What follows belongs to an exercise in optimizing a design on an open flow for small area, a short achievable clock period and few clock cycles per item; a production flow would make more cautious choices. The RTL was checked by simulation tests, not by an equivalence proof against the original design. No activity file was given, so power comes from the tool's default toggle rates.

<file path="flow/run.sh">
#!/bin/bash
# The standard layout (the standard.sh, unchanged synthesis and steps),
# with the port buffers that buffer_ports inserts made plain buf_2 cells
# instead of the delay buffers it picks by default.
set -euo pipefail
export BUFFER_PORTS_ARGS="-buffer_cell sky130_fd_sc_hd__buf_2"
bash standard.sh > standard.log 2>&1
</file>
<file path="standard.sh">
#!/bin/bash
# synth_recipe.tcl (not shown) runs the flow's synth.tcl, then flattens the netlist and writes it again
# the make line also repeats each setting of config.mk as NAME=value (left out here)
make -C /OpenROAD-flow-scripts/flow DESIGN_CONFIG=/design/flow/config.mk WORK_HOME=/design/flow/orfs CLKGATE_MAP_FILE= SYNTH_SCRIPT=/design/flow/synth_recipe.tcl "${@:-finish}"
</file>
<file path="config.mk">
export PLATFORM = sky130hd
export DESIGN_NAME = Divider
export DESIGN_NICKNAME = Divider
export VERILOG_FILES = /design/flow/design.v
export SDC_FILE = /design/flow/constraint.sdc
export NUM_CORES = 4
export LEC_CHECK = 0
export CAP_MARGIN = 20
export CORE_MARGIN = 2
export CORE_UTILIZATION = 60
export PLACE_DENSITY = 0.7
export SETUP_SLACK_MARGIN = 1.7
export SLEW_MARGIN = 20
</file>
<file path="constraint.sdc">
create_clock -name core_clock -period 5.0 [get_ports {CLK}]
set_input_delay 1.0000 -clock core_clock [delete_from_list [all_inputs] [get_ports {CLK}]]
set_output_delay 1.0000 -clock core_clock [all_outputs]
set_load 0.01 [all_outputs]
</file>
<file path="design.v">
module Divider(CLK, CS, WE, SN, AD, DI, DO, DONE);
    input CLK;
    input CS;
    input WE;
    input SN;
    input AD;
    input [17:0] DI;
    output DONE;
    output [17:0] DO;
    reg [17:0] R;        
    reg [18:0] D;        
    reg [17:0] Q;        
    reg [4:0]  K;        
    reg [4:0]  L;        
    reg        busy;
    reg        first;
    reg        neg_quo;
    reg        neg_rem;
    function [4:0] lzc;
        input [17:0] x;
        integer i;
        begin
            lzc = 5'd18;
            for (i = 0; i < 18; i = i + 1)
                if (x[i]) lzc = 5'd17 - i;
        end
    endfunction
    wire        wr_n = CS & WE & ~AD;
    wire        wr_d = CS & WE & AD;
    wire        neg_in = SN & DI[17];
    wire        di_zero = (DI == 18'd0);
    wire        neg_q_in = neg_quo ^ neg_in;
    wire [17:0] por;
    genvar m;
    generate for (m = 0; m < 18; m = m + 1) begin : po
        if (m == 0) begin : z
            assign por[m] = 1'b0;
        end else begin : o
            assign por[m] = |DI[m-1:0];
        end
    end endgenerate
    wire [17:0] nmag = DI ^ ({18{~neg_in}} & por);
    wire [4:0]  lz_in = lzc(~nmag);              
    wire [4:0]  kk = K - L;
    wire        q_zero = first & (K < L);        
    wire        align = first & (K > L);
    wire        step = busy & ~first | first & (K == L);
    wire        pre = first & neg_quo;           
    wire [18:0] a = {neg_rem & R[17], R};
    wire [18:0] sg [0:5];
    wire [18:0] sp [0:5];
    assign sg[0] = a & D;
    assign sp[0] = a ^ D;
    genvar l, i;
    generate for (l = 0; l < 5; l = l + 1) begin : lv
        for (i = 0; i < 19; i = i + 1) begin : b
            if ((i >> l) & 1) begin : m
                localparam integer j = ((i >> l) << l) - 1;
                assign sg[l+1][i] = sg[l][i] | (sp[l][i] & sg[l][j]);
                assign sp[l+1][i] = sp[l][i] & sp[l][j];
            end else begin : t
                assign sg[l+1][i] = sg[l][i];
                assign sp[l+1][i] = sp[l][i];
            end
        end
    end endgenerate
    wire [17:0] cy = {sg[5][16:0] | (sp[5][16:0] & {17{neg_rem}}), neg_rem};
    wire [17:0] sum = sp[0][17:0] ^ cy;
    wire        sign0 = sp[0][18] ^ sg[5][17];   
    wire        c = sign0 ^ ~neg_rem;            
    assign DONE = ~busy | q_zero;
    assign DO = AD ? R : Q ^ {18{neg_quo}};
    wire [37:0] dsh = {D, {19{neg_rem}}} << kk;
    always @(posedge CLK) begin
        if (wr_n)
            R <= DI;
        else if ((step | pre) & c)
            R <= sum;
        if (wr_d)
            D <= {1'b1, nmag} ^ {19{neg_rem}};
        else if (align)
            D <= dsh[37:19];
        else
            D <= {D[18], D[18:1]};
        if (wr_d)
            Q <= {{17{di_zero | neg_q_in}}, di_zero ^ neg_q_in};
        else if (step)
            Q <= {Q[16:0] & ~{17{pre & c}}, c ^ pre};
        else if (align)
            Q <= 18'd0;
        if (wr_n)
            L <= di_zero ? 5'd18 : lz_in;
        if (wr_d)
            K <= lz_in;
        else if (first)
            K <= kk;
        else
            K <= K - 5'd1;
        if (wr_d) begin
            busy <= ~di_zero;
            first <= ~di_zero;
        end
        else begin
            if (q_zero | step & (first | (K == 5'd0))) busy <= 1'b0;
            first <= 1'b0;
        end
        if (wr_n) begin
            neg_quo <= neg_in;
            neg_rem <= neg_in;
        end
        else if (wr_d)
            neg_quo <= neg_q_in;
    end
endmodule
</file>
==> run summary, run 1 <==
Detailed routing inserted a total of between 6000 and 7000 vias. The final-layout fill cell count came out at between 800 and 900. The worst relative slew slack is 28.7%. The final instance count without filler cells came out at 930. The tree is rooted in a clkbuf_8. The number of nets in the layout came out at about 840. The clock period minus final worst setup slack is between 3 and 4 ns. CTS saw 69 sinks. The total of endpoints with negative setup slack in the final report came out at 0.

The floorplan die area is 11500 sq um. Of all cell types, the one taking the most synthesized area is edfxtp_1. The routability congestion estimate from global placement is just under 1. The placed cell count came out at about 910. The first-pass GRT wire length is about 31000 um. The flow ran to the end and the layout has no timing, DRC or antenna violations. The placeable core area came out at about 10000 sq um. The total routed wirelength came out at about 20000 um. Traced cell by cell, the critical path runs through inv_1 > ha_1 > nor2b_1 > o31a_1 > o22ai_1 > nand2_1 > nand2_1 > buf_2. After synthesis the cells add up to 6380 sq um.

Once detailed placement completed, the half-perimeter wirelength came to between 10000 and 15000 um. The reported leakage power is between 2 and 3 nW. The post-route clock skew came out at around 0.018 ns. The setup TNS is 0 ns. The total CTS buffers is 9. The critical path data arrival time is approximately 2.2 ns. The slew at the pin closest to its max-slew limit is 1.07 ns. The path class of the tightest hold or removal check is reg -> reg. The worst setup path is captured at a primary output. The sequential cell area fraction in the yosys report came out at roughly 29%. The clock transition time at the flip-flop clock pins of the worst setup and hold paths is about 0.08 ns. The mean cell area of the mapped netlist came out at 8.15 sq um. The maximum buffer depth of the clock tree came out at 2. The worst setup margin is ~1.8 ns.

The max-slew violation count is 0. The async set-or-reset flop fraction in the synthesized netlist came out at 0%. Dividing total power by cell area gives a power density of 659 nW/um^2. The synthesized net count came out at 835. The count of nets left with antenna violations after detail routing is 0.

The number of buffer and inverter instances along the worst setup path came out at 2. The antenna diode instance count came out at 0. The violation count after the first detailed-route iteration is ~860. The per-cell via count in the routed design came out at 6.73. By area the synthesized netlist is led by edfxtp_1 (22%), xnor2_1 (8.4%), dfxtp_1 (7.2%). After global routing the overflow that remains totals 0.

The highest net fanout along the worst path is 4. The number of hold violations in the final report came out at 0. The number of detailed-routing iterations run before antenna repair came out at 6.

The number of synthesized register bits came out at 69. Data on the critical path is required at its endpoint by 4.00 ns. The unique cell type count in the Yosys netlist is between 60 and 70. The part of the cycle the worst path needs came out at between 60% and 70%.

By instance count, the cell type seen most on the critical path is nand2_1. The maximum frequency from static timing analysis is between 300 and 400 MHz. The worst setup path is of the reg -> out kind. The gate family responsible for the most delay along the worst path is compound AO/OA/AOI/OAI gates. For this run, the number of Yosys warnings is 1.

The global-route usage over all layers is a little over a third. The top-area cell type share of the netlist area is a little over a fifth. The H-tree depth is 3. The overall die height is about 110 um.

The later pin in the worst-skew pair is clocked with a latency of 0.37 ns. The via count of the first global-routing pass is 5706. The post-synthesis cell count came out at ~780. The placement-stage cell area came out at 6620 sq um. In this run, post-CTS hold repair placed 0 buffers. The share of post-route cells with drive strength above 1 is 12.6%.

The area growth from synthesis to layout is 7.61%. The I/O pin count came out at between 40 and 50. The largest net degree at the start of global routing is 40. The number of cell rows came out at 37. The worst IR drop on VDD is approximately 0.52 mV. The die span in x came out at 107 um. The starting density of the core came out at about three fifths.

The slowest cell on the critical path is edfxtp_1. The initial antenna violation count is 0. For this run, design rule violations remaining after detail routing come to 0. The port buffer count came out at 41. Prior to clock tree synthesis, the placed netlist has a worst setup slack of around 1.1 ns. The final cell utilization of the core is approximately 66%.

Dividing the detail-routed wire length by the instance count gives approximately 21 um. The startpoint type of the worst setup path is a flip-flop. The summed area of non-filler cells in the final layout is 6860 sq um.

Setup repair after global routing left no endpoint under its margin. In the synthesized netlist the dominant register cell turns out to be edfxtp_1. The number of violations of the max-capacitance limit came out at 0. The count of flip-flops with a built-in enable after synthesis came out at 46. TritonCTS built the clock tree.

The maximum single-stage delay on the critical path is approximately 0.41 ns.
## path summary, 6_finish.rpt
| path | startpoint | to | slack [ns] | depth (start not counted) |
|---|---|---|---|---|
| worst max register to register | K[0] | D[17] | 1.81 | 12 |
| worst max-delay path | L[1] | DONE | 1.80 | 8 |
| worst min-delay path | Q[16] | Q[17] | 0.59 | 1 |
| worst min register to register | Q[16] | Q[17] | 0.59 | 1 |
## timing repair
item,CTS,global route
gates resized for setup,2,5
pin swaps,1,0
endpoints found under the setup margin,27,49
setup buffers,1,0
## sequential cells by signal, summed over array words and instances, names as in the netlist
| register | cells |
|---|---|
| R | 18 |
| busy | 1 |
| Q | 18 |
| neg_quo | 1 |
| D | 19 |
| L | 5 |
| first | 1 |
| neg_rem | 1 |
| K | 5 |
## routing by layer
| layer | vias to the layer above | part of all wire [%] | track usage (%) |
|---|---|---|---|
| met5 | - | 0 | 0 |
| met4 | 0 | 3.0 | 11.7 |
| met3 | 42 | 12 | 6.26 |
| met2 | 391 | 44 | 53.3 |
| met1 | 2937 | 41 | 51.9 |
| li1 | 2885 | - | - |
## synth_stat cells (all sizes together), types with 10 or more instances
cell and count:
o21ai 69, a21oi 53, o31ai 10, edfxtp 46, clkbuf 45, nor2 50
o211ai 12, xnor2 61, inv 17, ha 27, a211oi 11, xor2 17
a21o 26, mux2i 22, nor3 17, buf 17, dfxtp 23, a22oi 10
a31oi 15, o22ai 14, nand3 11, nand2 99
## layout by cell type (no fill, tap or decap), types with 7 or more instances in the layout
cell type	n
xnor2_1	61
buf_4	16
a21o_1	25
ha_1	27
mux2i_1	21
o22ai_1	14
a31oi_1	15
nand2b_1	9
nor2b_1	9
a211oi_1	11
nor3_1	17
inv_1	17
nand4_1	7
a22oi_1	10
buf_2	41
nor2_1	49
nand3_1	11
edfxtp_1	46
nand2_1	97
a21oi_1	52
clkbuf_8	10
mux2_2	7
dfxtp_1	23
o21ai_0	64
o21a_1	7
xor2_1	17
o211ai_1	12
o31ai_1	10
## logic make-up (layout without fill, tap and decap cells)
| kind of cell | after synthesis | in the layout | share of synthesized area, % |
|---|---|---|---|
| compound gates | 259 | 259 | 25.8 |
| simple gates | 233 | 233 | 17.2 |
| buf+inv | 81 | 92 | 5.04 |
| xor+xnor | 78 | 78 | 10.7 |
| flops | 69 | 69 | 28.9 |
| mux | 34 | 34 | 6.45 |
| fa+ha+maj | 29 | 29 | 5.92 |
## area by class of cell
type                    instances  area, sq um  share of cell area, %
multi-input cells             633         4240                   61.7
flip-flops and latches         69         1840                   26.8
repair buffers                 57          325                   4.74
well taps                     136          170                   2.48
clock buffers                  12          145                   2.11
clock inverters                 4         72.6                   1.06
inverters                      19         72.6                   1.06
## worst reg2reg max path, delay by kind of cell (launching register included)
kind	cells	cell delay (ns)
muxes	2	0.86
adders and majority gates	2	0.70
and+or+nand+nor	1	0.12
DFF	1	0.33
buffers and inverters	5	0.62
AOI/OAI and AO/OA	2	0.33
## stage by stage
stage | hold slack, ns | power [mW]
5_1_grt | 0.603 | 4.85
3_3_place_gp | 0.548 | 3.83
4_1_cts | 0.586 | 4.42
3_5_place_dp | 0.566 | 3.90
6_report | 0.586 | 4.52
2_1_floorplan | 0.493 | 3.18
## where the power goes
group	internal (mW)	leakage [nW]	switching (mW)	total, mW
Clock	0.294	0.107	0.224	0.518
Combinational	1.17	2.01	1.71	2.88
Sequential	0.884	0.635	0.234	1.12
Total	2.35	2.75	2.17	4.52
Testbench counts, summed over its fixed seeds: cycles 10,107, items 2,400.
==> run 2: changes to the inputs <==
--- a/config.mk
+++ b/config.mk
@@ -9,5 +9,5 @@
 export CORE_MARGIN = 2
 export CORE_UTILIZATION = 60
 export PLACE_DENSITY = 0.7
-export SETUP_SLACK_MARGIN = 1.7
+export SETUP_SLACK_MARGIN = 2.1
 export SLEW_MARGIN = 20
==> run 2 against run 1 <==
  * Flip-flop and latch count did not move
  * Power rose by 4.4%
  * Sequential power barely moved
  * Register-to-register slack improved by 0.24 ns
  * Hold slack barely moved
  * Maximum frequency rose by 8.6%
  * Worst setup slack improved by 0.26 ns
  * First-iteration DRC count fell by 2.1%
  * Sequential share of layout area fell by 1.2 points
  * Largest cell class unchanged
==> run summary, run 2 <==
The number of cell rows is 37. The setup TNS is 0 ns. The share of post-route cells with drive strength above 1 came out at 18.8%. The worst hold path belongs to the class reg -> reg.

The max-slew violation count is 0. The flow ran to the end and the layout has no timing, DRC or antenna violations. The clock sink count came out at 69. The antenna diode instance count came out at 0. The most used flip-flop cell after synthesis is edfxtp_1.

D holds more flip-flops than any other register. The number of synthesized register bits is slightly below 70. The first global-routing pass estimated 30600 um of wire. The critical path starts at K[0]. The clock tree from TritonCTS is built. The number of buffer and inverter instances along the worst setup path came out at 4.

The port buffer count came out at 41. The worst relative slew slack is a little over a quarter. The largest net degree at the start of global routing is 40. The total CTS buffers is 9. 42 I/O pins were placed. The count of flip-flops with a built-in enable after synthesis is 46. The overflow left after global routing is 0. The post-synthesis cell count is ~780. The initial antenna violation count is 0. The top cell types in the final layout, fill and taps aside, are nand2_1 (96), o21ai_0 (61), xnor2_1 (60).

Measured along the y axis, the die boundary spans ~110 um. The count of hold buffers inserted by post-cts repair came out at 0. The unique cell type count in the Yosys netlist came out at 64.

The area growth from synthesis to layout is 12.9%. Of the post-synthesis cell area, the dominant cell type holds a little over a fifth. The startpoint identified for the worst register-to-register timing path is K[0]. Sequential elements use 28.9% of the synthesized area.

The largest single stage delay on the critical path is slightly below 0.7 ns. Global routing consumed, over all layers together, 35.2% of the routing resources. The path type of the worst setup path is reg -> reg. The H-tree depth is 3.

The via count of the first global-routing pass came out at ~5600. The post-route total power came out at 4.72 mW. Once detail routing completed, the nets flagged for antenna violations numbered 0. On the final layout, the worst hold slack is between 0.5 and 0.6 ns. The total routed wirelength is 20400 um. The signal on the critical path passes through inv_2 > ha_4 > inv_1 > fa_2 > clkinvlp_4 > buf_6 > nor3_2 > a21oi_1 > nand2_1 > o211ai_1 > a31oi_1 > o22ai_1. The DRC violation count after routing came out at 0. The final cell utilization of the core is between 60 and 70%. The highest net fanout along the worst path came out at 8. The clock latency on the worst-skew pair came out at about 0.38 ns.

The reported leakage power came out at roughly 2.8 nW. IR analysis of the VDD net gives a maximum drop of ~0.6 mV. The placeable core area came out at between 10000 and 15000 sq um.

The tree is rooted in a clkbuf_8. The routability congestion estimate from global placement came out at ~0.96. The startpoint type of the worst setup path is a flip-flop. The largest registers in the layout are D (19), Q (18), R (18). The maximum buffer depth of the clock tree came out at 2. The slowest stage of the critical path is the fa_2 cell. The number of nets in the synthesized netlist is about 840. The async set-or-reset flop fraction in the synthesized netlist came out at 0%.

The commonest cells after synthesis are nand2_1 (99), o21ai_0 (64), xnor2_1 (61). The gate family responsible for the most delay along the worst path is adder cells. The number of detailed-routing iterations run before antenna repair came out at 5.

Setup violations remaining at the end of the flow were counted as 0. The biggest area contributor in the post-synthesis netlist is edfxtp_1. After detailed routing, the average wire length per cell comes to roughly 22 um.

The net count of the finished layout is ~860. For the final database, setup skew stands at around 0.015 ns. The clock period minus final worst setup slack came out at roughly 3 ns. For the worst setup path, the data required time is about 5 ns.

The count of vias placed by the detailed router came out at 6364. Yosys attributes the largest share of cell area to edfxtp_1 (22%), xnor2_1 (8.4%), dfxtp_1 (7.2%). For this block, the initial DRC count from the detailed router was 846. For the pin with the worst max-slew slack, the measured transition is approximately 1.1 ns.

The clock transition time at the flip-flop clock pins of the worst setup and hold paths came out at roughly 0.08 ns. Setup repair after global routing could not meet its margin everywhere. The register with the most flip-flops in the layout has 19 of them. The number of hold violations in the final report is 0. The library cell used most frequently in the layout, excluding fill and tap cells, is nand2_1. The critical path data arrival time is 3.02 ns. In the post-synthesis netlist, the cell with the most instances is nand2_1.

After synthesis the cells add up to approximately 6400 sq um. The startpoint identified for the worst hold timing path is Q[4]. The starting density of the core is about 62%.

The mean cell area of the mapped netlist came out at 8.15 sq um. The number of warning messages in the yosys log is 1. The die span in x is about 110 um. The floorplan step defined a die boundary enclosing roughly 11000 sq um. The placed wire-length estimate after detailed placement came out at between 10000 and 15000 um. The worst setup path is captured at a flip-flop. In the routed layout, each cell is associated on average with a via count of about 6.7. The total power density per cell area is around 660 nW/um^2. The tool flagged a number of max-cap violations equal to 0. The maximum frequency from static timing analysis came out at roughly 340 MHz. The part of the cycle the worst path needs is between 50% and 60%.
[run 2: what timing repair did]
action | CTS | global route
endpoints found under the setup margin | 104 | 84
buffers inserted | 12 | 9
resized for setup | 20 | 32
endpoints found under the hold margin | 0 | 0
pin swaps | 7 | 6
[run 2: area by class of cell]
class                           instances  area (sq um)
Timing Repair Buffer                   73           500
Clock buffer                            9           124
Fill cell                             849          3120
Inverter                               19          77.6
Multi-Input combinational cell        633          4440
Sequential cell                        69          1850
Clock inverter                          7          41.3
Tap cell                              136           170
[run 2: kinds of logic after synthesis]
kind of cell             Yosys count  synth area share [%]
AO/OA/AOI/OAI                    259                  25.8
AND/OR/NAND/NOR                  233                  17.2
buffers and inverters             81                  5.04
XOR/XNOR                          78                  10.7
flip-flops                        69                  28.9
multiplexers                      34                  6.45
adder cells (fa/ha/maj)           29                  5.92
[run 2: final timing paths]
| check | endpoint | slack (ns) | cells past startpoint |
|---|---|---|---|
| hold reg to reg | Q[5] | 0.59 | 1 |
| setup reg to reg | D[18] | 2.05 | 12 |
| hold / removal | Q[5] | 0.59 | 1 |
| setup / recovery | D[18] | 2.05 | 12 |
[run 2: metrics by stage]
step | cell area, sq um | instances | setup slack (ns)
6_report | 7200 | 946 | 2.05
4_1_cts | 6970 | 936 | 2.01
3_5_place_dp | 6620 | 908 | 1.25
5_1_grt | 7200 | 946 | 2.01
3_3_place_gp | 6620 | 908 | 1.33
2_1_floorplan | 6440 | 783 | 2.10
[run 2: power breakdown]
| group | internal (mW) | total (mW) | switching (mW) |
|---|---|---|---|
| registers | 0.888 | 1.12 | 0.236 |
| clock network | 0.176 | 0.418 | 0.242 |
| logic | 1.32 | 3.18 | 1.85 |
[run 2: metal layers]
layer  GRT usage [%]  vias to the layer above  part of all wire (%)
li1                -                     2910                     -
met1            50.3                     3011                    42
met2            52.8                      381                    45
met3            7.78                       62                    11
met4            11.3                        0                   3.0
met5               0                        -                     0
[run 2: worst register-to-register path: stages, from the launching register on]
cell and delay [ns]:
dfxtp_2 0.34, inv_2 0.08, ha_4 0.13, inv_1 0.05, fa_2 0.68, clkinvlp_4 0.25
buf_6 0.20, nor3_2 0.17, a21oi_1 0.09, nand2_1 0.09, o211ai_1 0.14, a31oi_1 0.29
o22ai_1 0.14
==> run 3: changes to the inputs <==
--- a/config.mk
+++ b/config.mk
@@ -5,6 +5,7 @@
 export SDC_FILE = /design/flow/constraint.sdc
 export NUM_CORES = 4
 export LEC_CHECK = 0
+export ABC_AREA = 1
 export CAP_MARGIN = 20
 export CORE_MARGIN = 2
 export CORE_UTILIZATION = 60
==> run 3 against run 2 <==
  * Hold slack improved by 0.024 ns
  * Clock skew decreased by 0.0027 ns
  * Combinational power decreased by 4%
  * Non-clock buffer count increased by 25
  * Critical path depth increased by 7
  * Via count increased by 3.9%
  * Clock-buffer cell count unchanged
  * First-iteration DRC count decreased by 20%
  * Still clean on timing, DRC and antenna
  * Sequential power about the same
  * Global-route usage increased by 0.49 points
  * Register-to-register slack about the same
  * Critical path type unchanged
==> run summary, run 3 <==
The worst setup path is launched from a flip-flop. The critical path data arrival time came out at 3.19 ns. The final-layout fill cell count came out at between 700 and 800. The port buffer count came out at 41. The top-area cell type share of the netlist area came out at a little under a quarter. The post-synth design cell area is 6000 sq um. More flip-flops sit in one register than any other, and that register is D. In this run the worst path has a maximum fanout of 8. The DRC violation count after routing is 0. The number of violations of the max-capacitance limit is 0. The global-route usage over all layers came out at a little over a third. The max-slew violation count was 0. IR analysis of the VDD net gives a maximum drop of about 0.38 mV. Yosys instantiated no cell more often than nand2_1. The area growth from synthesis to layout came out at 21.3%.

The via count of the first global-routing pass came out at ~5900. Leaving out fill and tap cells, the most frequent cell in the layout is nand2_1. The initial antenna violation count came out at 1. The reported leakage power is between 3 and 4 nW. The routed length per placed instance is approximately 19 um. The starting density of the core is around 62%. The total power density per cell area is 647 nW/um^2. After global routing the overflow that remains totals 0. For this run, the number of Yosys warnings is 1. The overall die height is approximately 100 um. The number of cell rows came out at 36. The clock transition time at the flip-flop clock pins of the worst setup and hold paths came out at ~0.09 ns.

The worst relative slew slack came out at 33.4%. 0 antenna diodes ended up in the layout. The maximum buffer depth of the clock tree came out at 2. The clock period minus final worst setup slack is a little under 3 ns.

The setup path with the least slack is of type reg -> reg. The post-route clock skew is between 0.01 and 0.015 ns. Setup repair after global routing could not meet its margin everywhere. The part of the cycle the worst path needs is between 50% and 60%.

The routed design has between 20000 and 25000 um of wire. The number of flip-flops in the largest register is 19. The clock sink count is a little under 70.

The top cell types in the final layout, fill and taps aside, are nand2_1 (229), inv_1 (94), o21ai_0 (93). The worst hold path belongs to the class reg -> reg. The first-pass GRT wire length came out at between 30000 and 40000 um. The number of hold violations in the final report came out at 0. The flow ran to the end and the layout has no timing, DRC or antenna violations. TritonCTS built the clock tree. The multi-input combinational cells in the finished layout cover a total of 3910 sq um. Summing all flip-flop and latch instances after layout gives approximately 1800 sq um.

The violation count after the first detailed-route iteration is 678. In this run the clock root is driven by a clkbuf_8. The H-tree depth came out at 3.

In the final layout, the registers with the most flip-flops are D (19), Q (18), R (18). A synthesized cell averages 6.97 sq um. Clock tree synthesis inserted a total of 9 buffers. The setup TNS came out at 0 ns.

Sorting the synthesized cells by how often they occur yields nand2_1 (241), o21ai_0 (116), inv_1 (102). The count of vias placed by the detailed router came out at roughly 6600. The count of nets left with antenna violations after detail routing came out at 0. The clock latency on the worst-skew pair came out at between 0.3 and 0.4 ns. The floorplan step defined a die boundary enclosing between 10000 and 15000 sq um. The maximum frequency from static timing analysis is approximately 340 MHz. Counting every net in the synthesized netlist gives between 900 and 1000. The async set-or-reset flop fraction in the synthesized netlist is 0%. The slew at the pin closest to its max-slew limit is around 1.0 ns.

The maximum single-stage delay on the critical path is approximately 0.54 ns. The post-synthesis cell count came out at around 860. By area the synthesized netlist is led by edfxtp_1 (23%), nand2_1 (15%), o21ai_0 (9.7%).

The placeable core area came out at slightly below 10000 sq um. The signal on the critical path passes through ha_1 > nand2_1 > nand2_1 > a21oi_1 > o21bai_1 > inv_1 > nor2_1 > nor2_1 > nand2_2 > nand2_2 > nand2_2 > a21oi_2 > or2_4 > nand2_4 > inv_2 > ha_2 > nand3b_1 > buf_6 > o21ai_2. The unique cell type count in the Yosys netlist came out at 50. For this run, the leading register cell type out of synthesis is edfxtp_1. Entering global routing, the biggest net connects 39 pins. The register-to-register setup slack is 2.04 ns. The sequential cell area fraction in the yosys report is a little under a third. The design draws between 4 and 5 mW. Among all stages on the critical path, the largest delay is contributed by dfxtp_1.

The I/O pin count came out at 42. The worst setup path is captured at a flip-flop. The number of nets in the layout came out at roughly 1000.

The total of endpoints with negative setup slack in the final report is 0. The die span in x is 104 um. Counting flops with a built-in enable in the synthesized netlist gives 46.

Cells with a size suffix above 1 make up 23.8% of the layout. The routability congestion estimate from global placement came out at between 0.9 and 1. Using the TritonRoute via totals, the vias-per-cell ratio works out to 6.14. The number of synthesized register bits came out at 69. The number of detailed-routing iterations run before antenna repair is 6. The most used cell along the critical path is nand2_2. For the worst setup path, the data required time is 5.23 ns.

After legalization and detailed placement, the total HPWL measured ~14000 um. Of all cell types, the one taking the most synthesized area is edfxtp_1.
-- run 3: cell count changes after synthesis, moves of 15 or more --
cell,delta
mux2i_1,-15
inv_1,+85
o21ai_0,+52
nand3_1,+26
a21o_1,-25
a21oi_1,-21
clkbuf_1,-18
nand2_1,+142
xnor2_1,-41
-- run 3: area by class of cell --
class,instances,area share (%)
well taps,133,2.29
inverters,108,5.79
clock inverters,7,1.34
flip-flops and latches,69,25.4
clock buffers,9,1.70
multi-input cells,650,53.6
repair inverters,3,0.241
repair buffers,98,9.63
-- run 3: timing repair --
item,in CTS,in global routing
hold buffers,0,0
resized for setup,41,59
pin swaps,17,19
setup buffers,29,18
setup endpoints to repair,86,84
gates cloned,4,3
-- run 3: cell families after synthesis --
family	Yosys count	synth area share (%)
xor gates and xnor gates	36	6.19
muxes	7	1.17
AOI/OAI and AO/OA	209	19.7
DFF	69	30.7
and+or+nand+nor	368	26.8
adders and majority gates	29	6.30
buffers and inverters	143	9.20
-- run 3: worst paths after layout --
kind / start / endpoint / cells after the start
max: D[8] / Q[8] / 19
max reg2reg: D[8] / Q[8] / 19
min: K[0] / K[0] / 3
min reg2reg: K[0] / K[0] / 3
-- run 3: metal layers --
layer	global-route usage (%)	up-vias	routed length, um
li1	-	3036	-
met3	8.46	96	2360
met4	16.4	0	1020
met5	0	-	0
met2	54.6	449	9140
met1	47.8	3033	8040
-- run 3: stage by stage --
stage	instance area [sq um]	setup slack, ns	instances	hold slack [ns]	utilization [%]
global route	7280	1.90	1077	0.624	74.8
CTS	6910	2.09	1056	0.582	71.1
finish	7280	2.04	1077	0.609	74.8
global placement	6300	1.28	1007	0.543	64.8
detailed placement	6300	1.15	1007	0.547	64.8
floorplan	6040	1.93	861	0.490	-
-- run 3: critical path: cells and delay by family (launching register included) --
family	cells	cell delay, ns
and+or+nand+nor	10	1.08
DFF	1	0.54
AOI/OAI and AO/OA	4	0.46
adders and majority gates	2	0.39
buffers and inverters	3	0.35
-- run 3: where the power goes --
group          internal (mW)  switching (mW)
clock                  0.284           0.271
combinational           1.19            1.88
sequential             0.874           0.219
total                   2.34            2.37
==> run 4: changes to the inputs <==
--- a/config.mk
+++ b/config.mk
@@ -5,10 +5,9 @@
 export SDC_FILE = /design/flow/constraint.sdc
 export NUM_CORES = 4
 export LEC_CHECK = 0
-export ABC_AREA = 1
 export CAP_MARGIN = 20
 export CORE_MARGIN = 2
 export CORE_UTILIZATION = 60
 export PLACE_DENSITY = 0.7
-export SETUP_SLACK_MARGIN = 2.1
+export SETUP_SLACK_MARGIN = 1.8
 export SLEW_MARGIN = 20
==> run 4 against run 3 <==
  * Global-route usage is 0.59 points lower
  * First-iteration DRC count is 21% higher
  * Cell count is 13% lower
  * Power is 0.72% lower
  * Largest power group unchanged
  * Design area is 4.1% lower
  * Worst setup slack worse by 0.16 ns
  * Largest cell class unchanged
  * Routed wire length is 2.5% lower
  * Synthesized area is 6.3% higher
==> run summary, run 4 <==
The run finished with no timing, DRC or antenna violations. The antenna diode instance count is 0. The via count of the first global-routing pass is ~5600. The max-slew violation count came out at 0.

The pre-CTS setup slack is ~0.84 ns. In the synthesized netlist the async set-or-reset flop fraction comes to 0%. The number of hold violations in the final report is 0.

Summed over all layers, the global routing overflow is 0. The number of warning messages in the yosys log came out at 1. The clock sink count came out at 69.

In this run the remaining antenna-violating nets after routing total 0. The total power density per cell area is roughly 670 nW/um^2. The critical path starts at L[1]. The number of detailed-routing iterations run before antenna repair came out at 6.

In this run, synthesis inferred 46 flip-flops with an integrated enable. The per-cell via count in the routed design is between 6 and 7. The number of cell rows is 37. The placement-stage cell area is between 6000 and 7000 sq um. The register with the highest flop count is D. Summing all non-filler instances in the final layout gives an area of roughly 7000 sq um. The DRC violation count after routing is 0. The post-route clock skew is about 0.013 ns. The top-area cell type share of the netlist area is 21.7%. The worst path required time is around 4.0 ns. VDD sags by at most slightly below 0.7 mV. TritonCTS built the clock tree. The routability congestion estimate from global placement came out at 0.943. The sequential cell area fraction in the yosys report came out at between 20 and 30%.

The starting density of the core came out at about three fifths. The number of nets in the layout is 849. The largest net degree at the start of global routing is 40. The mapped netlist covers between 6000 and 7000 sq um.

The global-route usage over all layers came out at 35.1%. For this design the total switching power over the nets is between 2 and 2.5 mW. The commonest cells after synthesis are nand2_1 (99), o21ai_0 (64), xnor2_1 (61). The total routed wirelength is about 20000 um. Setup repair after global routing left no endpoint under its margin. The tree is rooted in a clkbuf_8. The routed length per placed instance is 21.4 um. The worst relative slew slack came out at between 20 and 30%.

The share of power burned in registers came out at about a quarter. The unique cell type count in the Yosys netlist is 64. The worst setup path is of the reg -> out kind. The clock period minus final worst setup slack came out at a little over 3 ns. In this run, the clock network consumes a little under an eighth of the power. The maximum single-stage delay on the critical path is between 0.4 and 0.5 ns. Leaving out fill and tap cells, the most frequent cell in the layout is nand2_1. The I/O pin count came out at between 40 and 50.

The floorplan step defined a die boundary enclosing around 11000 sq um. The most used flip-flop cell after synthesis is edfxtp_1. The violation count after the first detailed-route iteration came out at roughly 820. Relative to the synthesized area, the layout overhead comes to 9.49%. The H-tree depth came out at 3. The number of synthesized register bits came out at a little under 70. The initial antenna violation count came out at 0. Ranked by total cell area, the synthesized netlist is headed by edfxtp_1 (22%), xnor2_1 (8.4%), dfxtp_1 (7.2%).

In this run the tool buffered the top-level ports with 41 buffer cells. By instance count, the leading cell after synthesis is nand2_1. The overall die height came out at 107 um. The worst setup path is launched from a flip-flop.

For this design the static power due to leakage is approximately 2.8 nW. The critical register-to-register path startpoint is K[0]. Counting stages on the worst path, the most repeated cell is nand2_1. Walking the worst path, the cells encountered are inv_1 > ha_1 > nor2b_1 > o31a_1 > o22ai_2 > nand2_1 > nand2_1 > buf_2. The clock transition time at the flip-flop clock pins of the worst setup and hold paths came out at 0.09 ns. The switching power as a share of total power came out at roughly 48%. In this run the worst path has a maximum fanout of 4. The number of flip-flops in the largest register came out at 19.

The critical hold path startpoint is Q[15]. The setup TNS is 0 ns. The number of violations of the max-capacitance limit is 0. The synthesized design spends more area on one cell type than any other, namely edfxtp_1. The mean cell area of the mapped netlist is a little over 8 sq um.

At the pin with the least slew margin, the transition time is between 1 and 1.5 ns. The placeable core area came out at approximately 10000 sq um. Across all layers, the routed design uses approximately 6300 vias. The completed layout was analyzed and its total power is around 4.7 mW. The internal portion of the total power is about 2.4 mW. The synthesized net count came out at ~840.

Broken down by cell family, the worst path's largest delay share belongs to compound AO/OA/AOI/OAI gates. The first global-routing pass estimated around 31000 um of wire. The maximum frequency from static timing analysis is 321 MHz. The maximum buffer depth of the clock tree is 2. The die span in x is 107 um. The number of buffer and inverter instances along the worst setup path is 2. The worst setup margin is 1.88 ns.

In this run the worst hold path is classified as reg -> reg. The total CTS buffers came out at 9. After layout, the worst path uses between 60% and 70% of the clock period. The post-synthesis cell count came out at about 780. The share of post-route cells with drive strength above 1 is approximately 14%.

The placed wire-length estimate after detailed placement is about 15000 um. Clock latency on the worst-skew pair, taken at its later pin, is about 0.38 ns. In the layout the commonest cells are nand2_1 (98), o21ai_0 (63), xnor2_1 (61). The critical path data arrival time is 2.12 ns. The total of endpoints with negative setup slack in the final report came out at 0.

The kind of capture point of the worst setup path is a primary output. The largest registers in the layout are D (19), Q (18), R (18). The part of the total power dissipated in combinational logic is 64.5%.

The slowest stage of the critical path is the edfxtp_1 cell.
-- run 4: what timing repair did --
| item | in CTS | in global routing |
|---|---|---|
| setup endpoints to repair | 23 | 73 |
| hold buffers | 0 | 0 |
| gates resized for setup | 3 | 13 |
| setup buffers | 5 | 3 |
| pin swaps | 2 | 1 |
-- run 4: cell type report --
cell class                      count  area, sq um
Tap cell                          136          170
Fill cell                         865         3340
Multi-Input combinational cell    633         4270
Clock buffer                        9          124
Clock inverter                      7          105
Timing Repair Buffer               65          393
Inverter                           19         78.8
Sequential cell                    69         1840
-- run 4: final timing paths --
check | slack (ns) | to | depth (start not counted)
max | 1.88 | DONE | 8
min | 0.58 | Q[16] | 1
max reg2reg | 1.92 | D[9] | 13
min reg2reg | 0.58 | Q[16] | 1
-- run 4: cells by family (layout without fill, tap and decap cells) --
group           Yosys count  in the layout  synth area share, %
compound gates          259            259                 25.8
xor+xnor                 78             78                 10.7
fa+ha+maj                29             29                 5.92
buf+inv                  81            100                 5.04
flops                    69             69                 28.9
mux                      34             34                 6.45
simple gates            233            233                 17.2
-- run 4: power groups by stage --
stage	combinational [mW]	clock, mW	sequential [mW]
after global routing	3.27	0.570	1.13
after detailed placement	2.78	0	1.11
after floorplan	2.19	0	0.999
after CTS	2.84	0.549	1.10
final	3.02	0.550	1.11
after global placement	2.73	0	1.11
-- run 4: stage by stage --
stage	std cells	utilization, %	hold WS, ns
floorplan	783	-	0.493
global placement	914	64.2	0.549
detailed placement	914	64.2	0.561
CTS	935	66.9	0.589
global route	938	67.7	0.597
finish	938	67.7	0.583
-- run 4: metal layers --
layer / vias up / routed length, um / global-route usage (%)
li1: 2897 / - / -
met1: 2921 / 8400 / 49.9
met2: 410 / 8690 / 51.6
met3: 52 / 2340 / 7.66
met4: 0 / 639 / 14.0
met5: - / 0 / 0
==> run 5: changes to the inputs <==
--- a/config.mk
+++ b/config.mk
@@ -9,5 +9,5 @@
 export CORE_MARGIN = 2
 export CORE_UTILIZATION = 60
 export PLACE_DENSITY = 0.7
-export SETUP_SLACK_MARGIN = 1.8
+export SETUP_SLACK_MARGIN = 2.0
 export SLEW_MARGIN = 20
==> run 5 against run 4 <==
  * Combinational power rose by 6%
  * Core utilization rose by 1.5 points
  * Clock skew fell by 0.0049 ns
  * Synthesized cell count did not move
  * Critical endpoint is now D[17]
  * Largest power group unchanged
==> run summary, run 5 <==
In the final layout, the registers with the most flip-flops are D (19), Q (18), R (18). After detailed placement, the total cell area comes to ~6600 sq um. The clock transition time at the flip-flop clock pins of the worst setup and hold paths came out at approximately 0.080 ns. The share of post-route cells with drive strength above 1 is 17.5%. The total of endpoints with negative setup slack in the final report is 0. The per-cell via count in the routed design came out at 6.72. Synthesis instantiated between 60 and 70 different standard cells from the library.

The async set-or-reset flop fraction in the synthesized netlist came out at 0%. Global routing finished with a remaining overflow of 0. The violation count after the first detailed-route iteration is 802. The worst IR drop on VDD came out at just over 0.7 mV. After synthesis, the most frequently instantiated cells are nand2_1 (99), o21ai_0 (64), xnor2_1 (61). The mean cell area of the mapped netlist is just over 8 sq um.

The routed length per placed instance is 21.6 um. The first-pass GRT wire length came out at approximately 31000 um. The placeable core area came out at 10300 sq um.

The top-area cell type share of the netlist area came out at around 22%. The initial antenna violation count is 0. The maximum single-stage delay on the critical path is 0.58 ns. The path type of the worst setup path is reg -> reg.

The worst relative slew slack came out at between 30% and 40%. The post-synthesis cell count is 783. Entering global routing, the biggest net connects 40 pins. The startpoint type of the worst setup path is a flip-flop. The clock tree from TritonCTS is built. Synthesis inferred ~70 register bits. The number of buffer and inverter instances along the worst setup path is 5. The die span in x is approximately 110 um. Once placement completed, the tool counted placed cells totaling around 900. The antenna diode instance count came out at 0. The via count of the first global-routing pass came to roughly 5700. The most numerous cell in the Yosys netlist is nand2_1.

The number of nets handed over by synthesis was about 840. The most used flip-flop cell after synthesis is edfxtp_1. The post-synth design cell area came out at roughly 6400 sq um. The final instance count without filler cells is ~950.

The sequential cell area fraction in the yosys report came out at roughly 29%. The maximum frequency from static timing analysis came out at between 300 and 400 MHz. The H-tree was split into 3 levels.

The summed area of non-filler cells in the final layout came out at approximately 7100 sq um. Buffers placed on the I/O ports in this run total between 40 and 50. For this design the static power due to leakage is ~2.9 nW. The floorplan die area is 11500 sq um. The max-slew violation count came out at 0.

The routability congestion estimate from global placement is between 0.9 and 1. The placed wire-length estimate after detailed placement is about 14000 um. The number of hold violations in the final report came out at 0. After the last flow step, the layout net total stands at between 800 and 900. The number of cell rows came out at 37.

Setup repair after global routing could not meet its margin everywhere. For this configuration, the core starts out at a cell density of roughly 62%. The run finished with no timing, DRC or antenna violations.

The overall die height is 107 um. Power comes to about 4.7 mW. The highest net fanout along the worst path is 11.

Of all cell types, the one taking the most synthesized area is edfxtp_1. The pre-antenna-repair detailed-routing pass consisted of 5 iterations. The min-delay analysis places its worst path in the category reg -> reg. The total routed wirelength came out at between 20000 and 25000 um. The I/O pin count is 42. The worst path uses ~61% of the clock period. The number of warning messages in the yosys log is 1. The clock arrives with 0.00840 ns of skew.

STA classifies the critical path endpoint as a flip-flop. The slew at the pin closest to its max-slew limit came out at just over 1 ns. Max-cap violations in this run came to 0. Counting flops with a built-in enable in the synthesized netlist gives 46.

The cell family contributing the most delay on the critical path is adder cells. The setup TNS came out at 0 ns. The total CTS buffers came out at 9. The clock reaches the later pin of the worst-skew pair after between 0.3 and 0.4 ns. Setup slack closes at 1.97 ns. The clock sink count came out at 69. The worst path required time is roughly 5 ns. The maximum buffer depth of the clock tree is 2.

In the routed design, unresolved DRC markers number 0. The global-route usage over all layers is between 30% and 40%. The signal on the critical path passes through inv_2 > ha_4 > inv_1 > fa_2 > buf_12 > clkinvlp_4 > buf_8 > mux2i_1 > mux4_2 > nand2_1 > a311oi_2 > a21o_1.

In this run the power density over the cells is about 660 nW/um^2. The slowest stage of the critical path is the fa_2 cell. The count of nets left with antenna violations after detail routing is 0. The root buffer cell chosen for the clock tree is clkbuf_8.

In the post-synthesis netlist, the biggest area contributors are edfxtp_1 (22%), xnor2_1 (8.4%), dfxtp_1 (7.2%). Counting flops per register, the top entry is D. In the layout the commonest cells are nand2_1 (98), o21ai_0 (63), xnor2_1 (61).

The area growth from synthesis to layout came out at 12.0%. The count of vias placed by the detailed router came out at approximately 6400. At the worst endpoint, the arrival time is between 3 and 4 ns. The clock period minus final worst setup slack came out at just over 3 ns.

The most common cell after layout, fill and taps aside is nand2_1. The number of flip-flops in the largest register came out at 19. The pre-CTS setup slack is ~1.2 ns.
==> run 5: per-stage QoR <==
step | utilization (%) | hold slack, ns
5_1_grt | 69.2 | 0.608
4_1_cts | 66.6 | 0.581
6_report | 69.2 | 0.579
2_1_floorplan | - | 0.493
3_5_place_dp | 64.1 | 0.562
3_3_place_gp | 64.1 | 0.551
==> run 5: final timing paths <==
path / depth (start not counted) / startpoint / end / slack [ns]
max: 12 / K[0] / D[17] / 1.97
min: 1 / Q[1] / Q[2] / 0.58
max reg2reg: 12 / K[0] / D[17] / 1.97
min reg2reg: 1 / Q[1] / Q[2] / 0.58
==> run 5: power by group <==
group          switching, mW  leakage, nW  internal [mW]
Combinational           1.84         2.14           1.35
Sequential             0.235        0.635          0.886
Clock                  0.230       0.0840          0.176
==> run 5: cell type report <==
| cell class | instances | area, sq um |
|---|---|---|
| Clock inverter | 7 | 42.5 |
| Multi-Input combinational cell | 633 | 4390 |
| Fill cell | 878 | 3180 |
| Clock buffer | 9 | 124 |
| Tap cell | 136 | 170 |
| Sequential cell | 69 | 1840 |
| Inverter | 19 | 76.3 |
| Timing Repair Buffer | 73 | 499 |
==> run 5: logic make-up (layout without fill, tap and decap cells) <==
family	count (synthesis)	count (layout)	share of synthesized area [%]
buffers and inverters	81	108	5.04
adder cells (fa/ha/maj)	29	29	5.92
multiplexers	34	34	6.45
XOR/XNOR	78	78	10.7
AO/OA/AOI/OAI	259	259	25.8
AND/OR/NAND/NOR	233	233	17.2
flip-flops	69	69	28.9
==> run 5: worst register-to-register path, cell delays in order (launching register included) <==
cell        delay (ns)
dfxtp_1           0.34
inv_2             0.08
ha_4              0.16
inv_1             0.06
fa_2              0.58
buf_12            0.16
clkinvlp_4        0.16
buf_8             0.18
mux2i_1           0.14
mux4_2            0.48
nand2_1           0.12
a311oi_2          0.14
a21o_1            0.18
==> run 5: repair_timing <==
action | 4_1_cts | 5_1_grt
hold endpoints to repair | 0 | 0
setup endpoints to repair | 76 | 74
resized for setup | 14 | 30
hold buffers | 0 | 0
cloned | 0 | 2
buffers inserted | 6 | 12
pin swaps | 3 | 7
==> run 5: metal layers <==
layer	vias up	share of wire [%]	track usage (%)
li1	2910	-	-
met1	3021	41	51.3
met5	-	0	0
met4	0	3.7	11.4
met2	371	44	55.6
met3	58	10	5.41
==> run 6: changes to the inputs <==
--- a/config.mk
+++ b/config.mk
@@ -5,6 +5,7 @@
 export SDC_FILE = /design/flow/constraint.sdc
 export NUM_CORES = 4
 export LEC_CHECK = 0
+export ABC_AREA = 1
 export CAP_MARGIN = 20
 export CORE_MARGIN = 2
 export CORE_UTILIZATION = 60
==> run 6 against run 5 <==
  * Global-route usage is 1.7 points lower
  * Hold slack better by 0.0014 ns
  * Largest power group unchanged
  * Synthesized area fell by 5.9%
  * Still clean
  * Cell count is 11% higher
  * Die area down 5.7%
  * Combinational power shrank 8.5%
  * Largest cell class unchanged
  * Maximum frequency decreased by 0.33%
  * Sequential share of layout area is 0.68 points higher
==> run summary, run 6 <==
For this run, the number of Yosys warnings is 1. The maximum buffer depth of the clock tree is 2. The first routing iteration left around 640 violations.

In this design, the critical path's most frequently occurring cell is nand2_2. The count of flip-flops with a built-in enable after synthesis came out at 46. The post-route clock skew came out at ~0.013 ns.

The part of the cycle the worst path needs is 60.8%. The via count of the first global-routing pass came out at between 5000 and 6000. For the final routed database, the setup TNS stands at 0 ns. Leaving out fill and tap cells, the most frequent cells in the layout are nand2_1 (230), inv_1 (93), o21ai_0 (90).

The per-cell via count in the routed design is approximately 6. By startpoint and endpoint, the worst setup path is classified as reg -> reg. The register with the most flip-flops in the final layout is D. The sequential cell area fraction in the yosys report is 30.7%. The summed area of non-filler cells in the final layout is between 6000 and 7000 sq um.

The critical path data arrival time is ~3.3 ns. The number of hold violations in the final report is 0. By count the netlist is led by nand2_1 (241), o21ai_0 (116), inv_1 (102). The register with the most flip-flops in the layout has 19 of them. The routed length per placed instance is about 18 um.

STA classifies the critical path endpoint as a flip-flop. The total power density per cell area is between 600 and 700 nW/um^2. In this run the mean area of a mapped cell was roughly 7 sq um. For the worst flop-to-flop path, the logic depth is 19. The register-to-register setup slack is roughly 2.0 ns. The async set-or-reset flop fraction in the synthesized netlist came out at 0%. The startpoint identified for the worst register-to-register timing path is R[9]. Before CTS, the worst setup slack after placement is 1.16 ns. Of all nets on the critical path, the largest fanout is 8.

The total routed wirelength came out at around 19000 um. The post-synthesis simple-gate area fraction is 26.8%. Of the cells placed in the final design, the portion with a size suffix greater than 1 is approximately 20%. Entering global routing, the biggest net connects 39 pins.

At the later pin of the worst-skew pair, clock insertion delay measures approximately 0.36 ns. Global routing finished with a remaining overflow of 0. Synthesis produced a netlist whose cell count is approximately 860.

The endpoint identified for the worst register-to-register timing path is Q[15]. The worst path required time came out at roughly 5.2 ns. The unique cell type count in the Yosys netlist came out at 50. The placement-stage cell area came out at 6300 sq um. Of the post-synthesis cell area, the part taken by muxes is 1.17%.

The wire-length estimate of the detail-placed layout is ~14000 um. The I/O pin count came out at 42. For this run, the total global-route usage over all layers was measured as around 34%. Synthesis produced a netlist with a net count of 913.

In this run the cell area of the synthesized design comes to between 6000 and 7000 sq um. For this run, design rule violations remaining after detail routing come to 0. The run finished with no timing, DRC or antenna violations.

The count of hold buffers inserted by post-cts repair came out at 0. Counting the fill cells in the layout gives 791. The routability congestion estimate from global placement is 0.953. The floorplan die area is 10800 sq um. The count of vias placed by the detailed router is between 6000 and 7000. The clock net in this run drives a total of 69 sinks.

The total of endpoints with negative setup slack in the final report came out at 0. Setup slack closes at ~2.0 ns. The analysis attributes to cell leakage a power of approximately 3.2 nW. The overall die height is ~100 um. The first-pass GRT wire length came out at between 20000 and 30000 um. The most used flip-flop cell after synthesis is edfxtp_1.

The tool flagged a number of max-cap violations equal to 0. Buffers inserted during clock tree synthesis total 9. Setup repair after global routing could not meet its margin everywhere. The most critical setup path has its endpoint at Q[15]. Summing the areas of all compound-gate instances in the mapped netlist gives 19.7% of the synthesized area. The number of synthesized register bits came out at roughly 70. The worst relative slew slack came out at 40.5%. The slew at the pin closest to its max-slew limit came out at approximately 0.89 ns. The placeable core area came out at 9730 sq um. The antenna diode instance count came out at 0. By area, the combinational part of the netlist is dominated by simple AND/OR/NAND/NOR gates. The tree is rooted in a clkbuf_8. Relative to the synthesized area, the layout overhead comes to 16.1%. The critical path launch point is R[9].

The number of cells on the critical path came out at 19. The xor-xnor portion of the synthesized cell area came out at about 6.2%. Sorting the synthesized cells by area gives the leading types as edfxtp_1 (23%), nand2_1 (15%), o21ai_0 (9.7%). For this run, the detailed router's first-pass iteration total came to 8.

The min-delay analysis places its worst path in the category reg -> reg. The startpoint type of the worst setup path is a flip-flop. Derived from the worst setup path, the maximum achievable clock frequency is between 300 and 400 MHz. Grouping stages by cell kind, the critical path spends the most delay in simple AND/OR/NAND/NOR gates. The initialized floorplan defines 36 standard-cell rows. In this run the number of H-tree levels came out at 3. The clock period minus final worst setup slack is between 3 and 4 ns. The final cell utilization of the core is a little under three quarters. Of all cell types, the one taking the most synthesized area is edfxtp_1. The initial antenna violation count came out at 0. TritonCTS built the clock tree. The port buffer count came out at 41. The top-area cell type share of the netlist area came out at ~23%. The largest registers in the layout are D (19), Q (18), R (18). The die span in x is 104 um. The number of nets in the layout is slightly below 1000. The slowest cell on the critical path is edfxtp_1. The number of buffer and inverter instances along the worst setup path is 3.

After clock tree synthesis, the clock-pin slew on the worst setup and hold paths is 0.08 ns. The worst IR drop on VDD came out at between 0.4 and 0.5 mV. The count of nets left with antenna violations after detail routing came out at 0.

The maximum single-stage delay on the critical path is between 0.4 and 0.5 ns. The signal on the critical path passes through ha_4 > nand2_1 > nand2_1 > a21oi_1 > o21bai_1 > inv_1 > nor2_1 > nor2_1 > nand2_4 > nand2_2 > nand2_2 > a21oi_2 > or2_4 > nand2_2 > inv_2 > ha_2 > nand3b_1 > buf_6 > o21ai_2. The initial utilization of the core area, before any placement, comes to ~62%.

The max-slew violation count came to 0. The adder-cell area share of the yosys netlist is 6.30%. The library cell used most frequently in the layout, excluding fill and tap cells, is nand2_1. The most numerous cell in the Yosys netlist is nand2_1.
run 6: changes by cell type in the layout (fill, tap and decap cells not counted), moves of 10 or more:
cell     before  now
inv_1        14   93
nand2_2       1   12
xnor2_1      61   19
nand2_1      98  230
nand3_1      11   37
mux2i_1      20    7
a21oi_1      50   28
nor3_1       15    5
o21ai_1       5   19
a21o_1       25    1
o21ai_2       1   16
o21ai_0      63   90
run 6: tightest hold or removal path, cell delays in order (launching register included):
cell and delay [ns]:
dfxtp_1 0.36, nand2_1 0.08, nand4_1 0.08
run 6: what timing repair did:
item | 4_1_cts | 5_1_grt
cloned | 2 | 3
pin swaps | 2 | 12
setup endpoints to repair | 75 | 81
buffers inserted | 13 | 10
gates resized for setup | 19 | 76
endpoints found under the hold margin | 0 | 0
run 6: layer usage:
metal  track usage (%)  share of wire [%]
met1              46.7                 41
met2              54.8                 46
met3              6.14                9.9
met4              11.3                3.3
met5                 0                  0
run 6: how the worst min path moves through the flow:
stage / to / cells past startpoint / from / slack (ns)
3_3_place_gp: K[0] / 3 / K[0] / 0.55
5_1_grt: D[5] / 2 / D[6] / 0.60
3_5_place_dp: D[3] / 2 / D[4] / 0.58
6_report: D[3] / 2 / D[4] / 0.58
4_1_cts: D[3] / 2 / D[4] / 0.59
2_1_floorplan: D[11] / 2 / D[12] / 0.49
run 6: kinds of logic after synthesis:
logic type | after synthesis
compound gates | 209
xor+xnor | 36
fa+ha+maj | 29
buf+inv | 143
flops | 69
mux | 7
simple gates | 368
run 6: cell type report:
cell class	count	area, sq um	share of cell area, %
Tap cell	133	166	2.39
Multi-Input combinational cell	649	3820	54.9
Sequential cell	69	1850	26.5
Timing Repair Buffer	74	500	7.18
Timing Repair inverter	2	12.5	0.180
Clock inverter	7	75.1	1.08
Clock buffer	9	124	1.78
Inverter	108	419	6.02
run 6: where the power goes:
part | switching, mW | internal (mW) | total, mW
sequential | 0.198 | 0.874 | 1.07
combinational | 1.83 | 1.09 | 2.92
clock | 0.243 | 0.232 | 0.474
run 6: stage by stage:
stage                     hold WS [ns]  cells  power, mW
after global placement           0.546   1007       3.44
after detailed placement         0.576   1007       3.48
final                            0.580   1051       4.47
after CTS                        0.587   1038       4.08
after global routing             0.604   1051       4.80
after floorplan                  0.490    861       2.77
==> run 7: changes to the inputs <==
--- a/config.mk
+++ b/config.mk
@@ -10,5 +10,5 @@
 export CORE_MARGIN = 2
 export CORE_UTILIZATION = 60
 export PLACE_DENSITY = 0.7
-export SETUP_SLACK_MARGIN = 2.0
+export SETUP_SLACK_MARGIN = 1.7
 export SLEW_MARGIN = 20
==> run 7 against run 6 <==
  * Clock skew down 0.0018 ns
  * Design area is 4.5% lower
  * Hold slack worse by 0.037 ns
  * Cell count fell by 1.6%
  * Sequential power barely moved
  * Still clean
  * Critical endpoint is now D[17]
  * Worst setup slack lost 0.10 ns
  * Routed wire length shrank 8.2%
  * Flip-flop and latch count did not move
  * Largest power group unchanged
  * Register-to-register slack worse by 0.10 ns
  * Non-clock buffer count shrank 17
  * Via count fell by 3.4%
==> run summary, run 7 <==
The sequential cell area fraction in the yosys report is between 30% and 40%. The share of power burned in registers came out at 25.9%. The total of endpoints with negative setup slack in the final report came out at 0. The reported leakage power is slightly above 3 nW. The maximum single-stage delay on the critical path came out at 0.42 ns. The highest net fanout along the worst path is 13.

In the finished design, the share of the clock period the worst path needs comes to ~63%. After detailed routing, the average wire length per cell comes to ~17 um. In this design, the largest share of critical-path delay is due to compound AO/OA/AOI/OAI gates.

The max-slew violation count came out at 0. The placeable core area is 9730 sq um. The worst setup path is captured at a flip-flop. The number of buffer and inverter instances along the worst setup path is 2. After Yosys synthesis, full adders, half adders and majority gates account for under 10% of the synthesized area. The floorplan die area came out at about 11000 sq um. The antenna diode instance count came out at 0. By area, the combinational part of the netlist is dominated by simple AND/OR/NAND/NOR gates. The post-synthesis cell count came out at between 800 and 900. In this run the horizontal extent of the chip is 104 um.

The post-route clock skew came out at ~0.011 ns. The most numerous cell type found on the critical path is nand2_1. The count of nets left with antenna violations after detail routing came out at 0. Among all cell types in the netlist, the one instantiated most often is nand2_1.

The library cell used most frequently in the layout, excluding fill and tap cells, is nand2_1. Traced cell by cell, the critical path runs through inv_1 > ha_1 > a21oi_1 > nor2_1 > nor2_1 > nand2_1 > nand2_1 > clkinvlp_4 > nand2_1 > o21ai_0 > o21ai_0 > o22ai_1 > a21oi_2 > o21ai_1. Adding up every negative setup slack in the final design gives 0 ns. The part of the total power dissipated in combinational logic is between 60% and 70%. The total CTS buffers is 9. The count of hold buffers inserted by post-cts repair came out at 0. The placed cell count came out at between 1000 and 1500.

The worst relative slew slack came out at around 28%. The met2 wire length came out at 8210 um. Cells with a size suffix above 1 make up between 10% and 20% of the layout. Sorting the synthesized cells by area gives the leading types as edfxtp_1 (23%), nand2_1 (15%), o21ai_0 (9.7%). For this run, the number of Yosys warnings is 1.

The worst IR drop on VDD came out at roughly 0.36 mV. Counting instances in the post-synthesis netlist gives the leading cell types as nand2_1 (241), o21ai_0 (116), inv_1 (102). The unique cell type count in the Yosys netlist is 50. The number of flip-flops in the largest register is 19. The synthesized design contains about 70 register bits.

For the pin with the worst max-slew slack, the measured transition is between 1 and 1.5 ns. The overall die height is 104 um. The violation count after the first detailed-route iteration is 488.

The critical path in this run is classified as reg -> reg. The mux cell area share after synthesis came out at approximately 1.2%. The post-route total power is about 4.2 mW. The pre-antenna-repair detailed-routing pass consisted of 7 iterations. The async set-or-reset flop fraction in the synthesized netlist came out at 0%. The post-synth design cell area is between 6000 and 7000 sq um. The first-pass GRT wire length came out at about 28000 um. In this run the core area contains 36 standard-cell rows.

The global-route usage over all layers came out at 32.4%. After detailed routing, the wire length on met1 is between 7000 and 8000 um. The clock transition time at the flip-flop clock pins of the worst setup and hold paths is around 0.090 ns. The maximum buffer depth of the clock tree is 2. For this run, the leading register cell type out of synthesis is edfxtp_1. In this run the power density over the cells is between 600 and 700 nW/um^2. The clock tree from TritonCTS is built.

Detailed placement finished with a half-perimeter wire length of around 13000 um. The flow ran to the end and the layout has no timing, DRC or antenna violations. Wire segments on met3 add up to approximately 1200 um in the final route. The maximum frequency from static timing analysis came out at roughly 320 MHz.

The net count of the finished layout is 948. STA puts the critical path data arrival time at about 3.3 ns. The final instance count without filler cells is just over 1000. The synthesized design spends more area on one cell type than any other, namely edfxtp_1. The port buffer count came out at 41.

The slowest cell on the critical path is nand2_1. In this run the worst hold path is classified as reg -> reg. The post-synthesis simple-gate area fraction is 26.8%. The clock sink count came out at 69. CTS built an H-tree with a depth of 3. The startpoint type of the worst setup path is a flip-flop. CTS placed an instance of clkbuf_8 at the clock tree root. The overflow left after global routing is 0. The worst path required time came out at 5.11 ns. The worst setup margin is 1.86 ns. The clock group share of total power is between 10 and 15%. The xor-xnor portion of the synthesized cell area came out at 6.19%. Summed over its instances, the top area cell type makes up a little under a quarter of the synthesized netlist area. Counting flops per register, the top entry is D. The I/O pin count is 42. The count of flip-flops with a built-in enable after synthesis is 46. The number of nets handed over by synthesis was a little over 900.

The largest net degree at the start of global routing came out at 39. The mean cell area of the mapped netlist came out at between 6 and 7 sq um. Summing the areas of all compound-gate instances in the mapped netlist gives between 10% and 20% of the synthesized area.

Clock latency on the worst-skew pair, taken at its later pin, is 0.36 ns. The count of vias placed by the detailed router came out at about 6000. The via count of the first global-routing pass is about 5700.

The number of hold violations in the final report came out at 0. The total routed wirelength came out at 17400 um. The internal power component is about 2.1 mW. The per-cell via count in the routed design came out at ~5.9. Once the floorplan was initialized, standard cells occupied about three fifths of the core. The number of violations of the max-capacitance limit came out at 0.

At the end of routability-driven placement, the weighted congestion stood at 0.953. The library cells used most frequently in the layout, excluding fill and tap cells, are nand2_1 (240), o21ai_0 (112), inv_1 (98). Before CTS, the worst setup slack after placement is ~1.2 ns.

Net switching is between 50% and 60% of the power. The initial antenna violation count came out at 0. Counting I/O delays and the setup requirement, the final critical path takes about 3.1 ns.

Setup repair after global routing could not meet its margin everywhere. The area growth from synthesis to layout came out at 10.9%. The largest registers in the layout are D (19), Q (18), R (18). The top layer used by detailed routing is met4. The DRC violation count after routing is 0. The analysis attributes to net switching a power of 2.08 mW.
==> run 7: cell counts after synthesis <==
Identical to the previous run, type by type.
==> run 7: metal layers <==
layer | vias to the layer above | global-route usage (%)
met5 | - | 0
met4 | 0 | 12.9
met3 | 57 | 4.07
met2 | 296 | 54.5
met1 | 2786 | 42.4
li1 | 2946 | -
==> run 7: worst min-delay path: cells and delay by family, from the launching register on <==
| kind | cells | cell delay (ns) |
|---|---|---|
| flops | 1 | 0.33 |
| simple gates | 2 | 0.09 |
| compound gates | 1 | 0.07 |
==> run 7: logic make-up (layout without fill, tap and decap cells) <==
family                   after synthesis  count (layout)
AO/OA/AOI/OAI                        209             209
XOR/XNOR                              36              36
adder cells (fa/ha/maj)               29              29
buffers and inverters                143             183
flip-flops                            69              69
multiplexers                           7               7
AND/OR/NAND/NOR                      368             368
==> run 7: worst paths after layout <==
| kind | start | end | slack (ns) | cells after the start |
|---|---|---|---|---|
| setup / recovery | L[1] | D[17] | 1.86 | 14 |
| hold / removal | K[0] | K[0] | 0.54 | 3 |
| setup reg to reg | L[1] | D[17] | 1.86 | 14 |
| hold reg to reg | K[0] | K[0] | 0.54 | 3 |
==> run 7: per-stage QoR <==
| stage | instance area, sq um | hold WS (ns) | utilization, % |
|---|---|---|---|
| floorplan | 6000 | 0.490 | - |
| global placement | 6290 | 0.527 | 64.6 |
| detailed placement | 6290 | 0.536 | 64.6 |
| CTS | 6530 | 0.548 | 67.1 |
| global route | 6660 | 0.590 | 68.4 |
| finish | 6660 | 0.543 | 68.4 |
==> run 7: what timing repair did <==
item / in CTS / in global routing
setup endpoints to repair: 26 / 42
cloned: 0 / 2
gates resized for setup: 2 / 13
setup buffers: 1 / 7
hold endpoints to repair: 0 / 0
==> run 7: cell type report <==
type / instances / area [sq um]
Multi-Input combinational cell: 649 / 3650
Fill cell: 849 / 3070
Sequential cell: 69 / 1840
Inverter: 108 / 420
Timing Repair Buffer: 57 / 338
Tap cell: 133 / 166
Clock buffer: 10 / 138
Clock inverter: 6 / 92.6
Timing Repair inverter: 2 / 10.0
==> run 7: power groups by stage <==
stage / Clock, mW / Combinational, mW / Sequential [mW]
final: 0.535 / 2.55 / 1.08
after floorplan: 0 / 1.80 / 0.977
after global placement: 0 / 2.34 / 1.07
after global routing: 0.561 / 2.86 / 1.09
after CTS: 0.534 / 2.37 / 1.07
after detailed placement: 0 / 2.35 / 1.08
==> run 8: changes to the inputs <==
--- a/config.mk
+++ b/config.mk
@@ -10,5 +10,5 @@
 export CORE_MARGIN = 2
 export CORE_UTILIZATION = 60
 export PLACE_DENSITY = 0.7
-export SETUP_SLACK_MARGIN = 1.7
+export SETUP_SLACK_MARGIN = 1.9
 export SLEW_MARGIN = 20
==> run 8 against run 7 <==
  * Synthesized area stayed put
  * Global-route usage up 0.42 points
  * Sequential share of layout area down 0.28 points
  * Register-to-register slack better by 0.10 ns
  * Hold slack better by 0.026 ns
  * Non-clock buffer count increased by 5
  * Core utilization is 0.75 points higher
  * Routed wire length is 4.3% higher
  * Via count grew 1.7%
  * First-iteration DRC count rose by 21%
  * Power rose by 2.5%
==> run summary, run 8 <==
The run finished with no timing, DRC or antenna violations. The maximum frequency from static timing analysis came out at around 330 MHz. The register with the most flip-flops in the layout has 19 of them. The initial antenna violation count came out at 1. The most used cell along the critical path is nand2_1. The async set-or-reset flop fraction in the synthesized netlist came out at 0%. The maximum buffer depth of the clock tree is 2. 0 antenna diodes ended up in the layout.

The maximum single-stage delay on the critical path came out at 0.50 ns. STA classifies the critical path startpoint as a flip-flop. Setup violations remaining at the end of the flow were counted as 0. Setup repair after global routing could not meet its margin everywhere. In the layout the commonest cells are nand2_1 (237), o21ai_0 (102), inv_1 (96). The floorplan die area is roughly 11000 sq um. The number of cell rows is 36.

The die span in x is 104 um. The summed area of non-filler cells in the final layout is 6730 sq um. The kind of capture point of the worst setup path is a flip-flop. The critical path data arrival time came out at 3.24 ns. The final cell utilization of the core is roughly 69%. The number of detailed-routing iterations run before antenna repair is 5. The synthesized net count came out at between 900 and 1000. The post-route netlist has 15.5% of its cells at a drive strength greater than 1. The clock sink count is 69. Broken down by cell family, the worst path's largest delay share belongs to simple AND/OR/NAND/NOR gates. The path class of the lowest-slack min-delay path is reg -> reg. The total routed wirelength is between 15000 and 20000 um.

For this run, the number of Yosys warnings is 1. Across the run, the number of max-cap violations was 0. The post-synthesis cell count is 861. The count of nets left with antenna violations after detail routing came out at 0. The port buffer count came out at 41.

The final layout contains 952 nets. TritonCTS built the clock tree. The clock transition time at the flip-flop clock pins of the worst setup and hold paths came out at approximately 0.090 ns. Entering global routing, the biggest net connects 39 pins. The per-cell via count in the routed design came out at about 6.0. The first global-routing pass estimated approximately 29000 um of wire. Ranked by total cell area, the synthesized netlist is headed by edfxtp_1 (23%), nand2_1 (15%), o21ai_0 (9.7%).

The setup TNS is 0 ns. The violation count after the first detailed-route iteration is approximately 590. The number of hold violations in the final report came to 0. The worst-case IR drop observed on VDD is approximately 0.42 mV. The count of hold buffers inserted by post-cts repair came out at 0. The overall die height came out at about 100 um. In the final layout, the registers with the most flip-flops are D (19), Q (18), R (18). Clock tree synthesis selected as its root buffer the cell clkbuf_8.

In the post-synthesis netlist, the cell with the most instances is nand2_1. The post-synth design cell area came out at approximately 6000 sq um. Along the worst path, the maximum fanout reaches 17. The via count of the first global-routing pass was slightly below 6000. The part of the cycle the worst path needs is between 60% and 70%.

The worst path required time came out at 5.20 ns. The routability congestion estimate from global placement is between 0.9 and 1. The netlist uses 50 different library cells. In this run the power density over the cells is about 630 nW/um^2. The routed length per placed instance is between 15 and 20 um. D holds more flip-flops than any other register.

The placed wire-length estimate after detailed placement is 13500 um. The mean cell area of the mapped netlist came out at ~7 sq um. The max-slew violation count came to 0.

By count the netlist is led by nand2_1 (241), o21ai_0 (116), inv_1 (102). The top-area cell type share of the netlist area came out at a little under a quarter. The count of flip-flops with a built-in enable after synthesis is 46. The clock period minus final worst setup slack came out at 3.04 ns. The placement-stage cell area is roughly 6300 sq um. The signal on the critical path passes through ha_4 > a21oi_1 > o21ai_0 > a21oi_1 > nand2_2 > nand2_1 > nand2_2 > nand2_1 > nand2_1 > a21oi_1 > or2_2 > nand2_1 > inv_1 > ha_1 > nand3b_1 > buf_6 > o21ai_0. The post-route clock skew came out at 0.0209 ns. The DRC violation count after routing came out at 0.

The path type of the worst setup path is reg -> reg. The total CTS buffers came out at 9. The sequential cell area fraction in the yosys report came out at 30.7%. The most common cell after layout, fill and taps aside is nand2_1.

The overflow left after global routing came out at 0. Across all hold checks on the routed design, the worst slack comes to around 0.57 ns. The slowest cell on the critical path is edfxtp_1. The clock latency on the worst-skew pair came out at ~0.37 ns. The analysis attributes to cell leakage a power of between 3 and 4 nW. The global-route usage over all layers came out at about 33%. The core region is slightly below 10000 sq um. The final-layout fill cell count is ~820. Among all flip-flop cells after synthesis, the most frequent one is edfxtp_1. The count of vias placed by the detailed router is between 6000 and 7000. The starting density of the core came out at 61.7%. The H-tree depth came out at 3. The slew at the pin closest to its max-slew limit is ~0.89 ns.

Synthesis inferred a little under 70 register bits. From synthesis to final layout, the design area changed by 12.1%. The number of buffer and inverter instances along the worst setup path is 2. Summed over all instances, the cell type with the most area after synthesis is edfxtp_1.

The worst pin sits at a relative slew slack of 40.5%. The I/O pin count came out at 42.
run 8: cell counts after synthesis:
Identical to the previous run, type by type.
run 8: metal layers:
metal,share of wire [%],track usage [%]
met5,0,0
met3,10,6.20
met4,3.2,11.2
met1,41,44.3
met2,46,53.0
run 8: kinds of logic after synthesis:
family / synth area share (%)
AND/OR/NAND/NOR: 26.8
AO/OA/AOI/OAI: 19.7
buffers and inverters: 9.20
flip-flops: 30.7
XOR/XNOR: 6.19
adder cells (fa/ha/maj): 6.30
multiplexers: 1.17
run 8: report_power, final:
part	switching, mW	internal, mW
clock	0.249	0.233
combinational	1.73	0.983
sequential	0.207	0.872
total	2.18	2.09
run 8: per-stage QoR:
stage | std cells | total power, mW | worst slack [ns]
2_1_floorplan | 861 | 2.77 | 1.91
3_3_place_gp | 1008 | 3.46 | 1.26
3_5_place_dp | 1008 | 3.49 | 1.14
4_1_cts | 1027 | 4.00 | 1.92
5_1_grt | 1038 | 4.59 | 1.84
6_report | 1038 | 4.27 | 1.96
run 8: worst paths after layout:
check | start | to | slack, ns | cells after the start
setup / recovery | R[5] | Q[15] | 1.96 | 17
hold / removal | K[0] | K[0] | 0.57 | 3
setup reg to reg | R[5] | Q[15] | 1.96 | 17
hold reg to reg | K[0] | K[0] | 0.57 | 3
run 8: layout make-up:
cell class	count	area (sq um)	share of cell area, %
clock buffer	9	124	1.84
multi-input combinational	649	3720	55.3
tap	133	166	2.47
sequential	69	1840	27.4
timing repair inverter	1	5.00	0.0744
inverter	108	415	6.17
clock inverter	7	73.8	1.10
timing repair buffer	62	380	5.65
run 8: what timing repair did:
action | CTS | global route
resized for setup | 8 | 34
setup endpoints to repair | 72 | 83
cloned | 0 | 1
hold endpoints to repair | 0 | 0
buffers inserted | 3 | 10
pin swaps | 1 | 4
run 8: worst min-delay path: stages (launching register included):
cell	delay, ns
dfxtp_1	0.33
o21ai_0	0.09
nand2_1	0.06
nand2_1	0.05
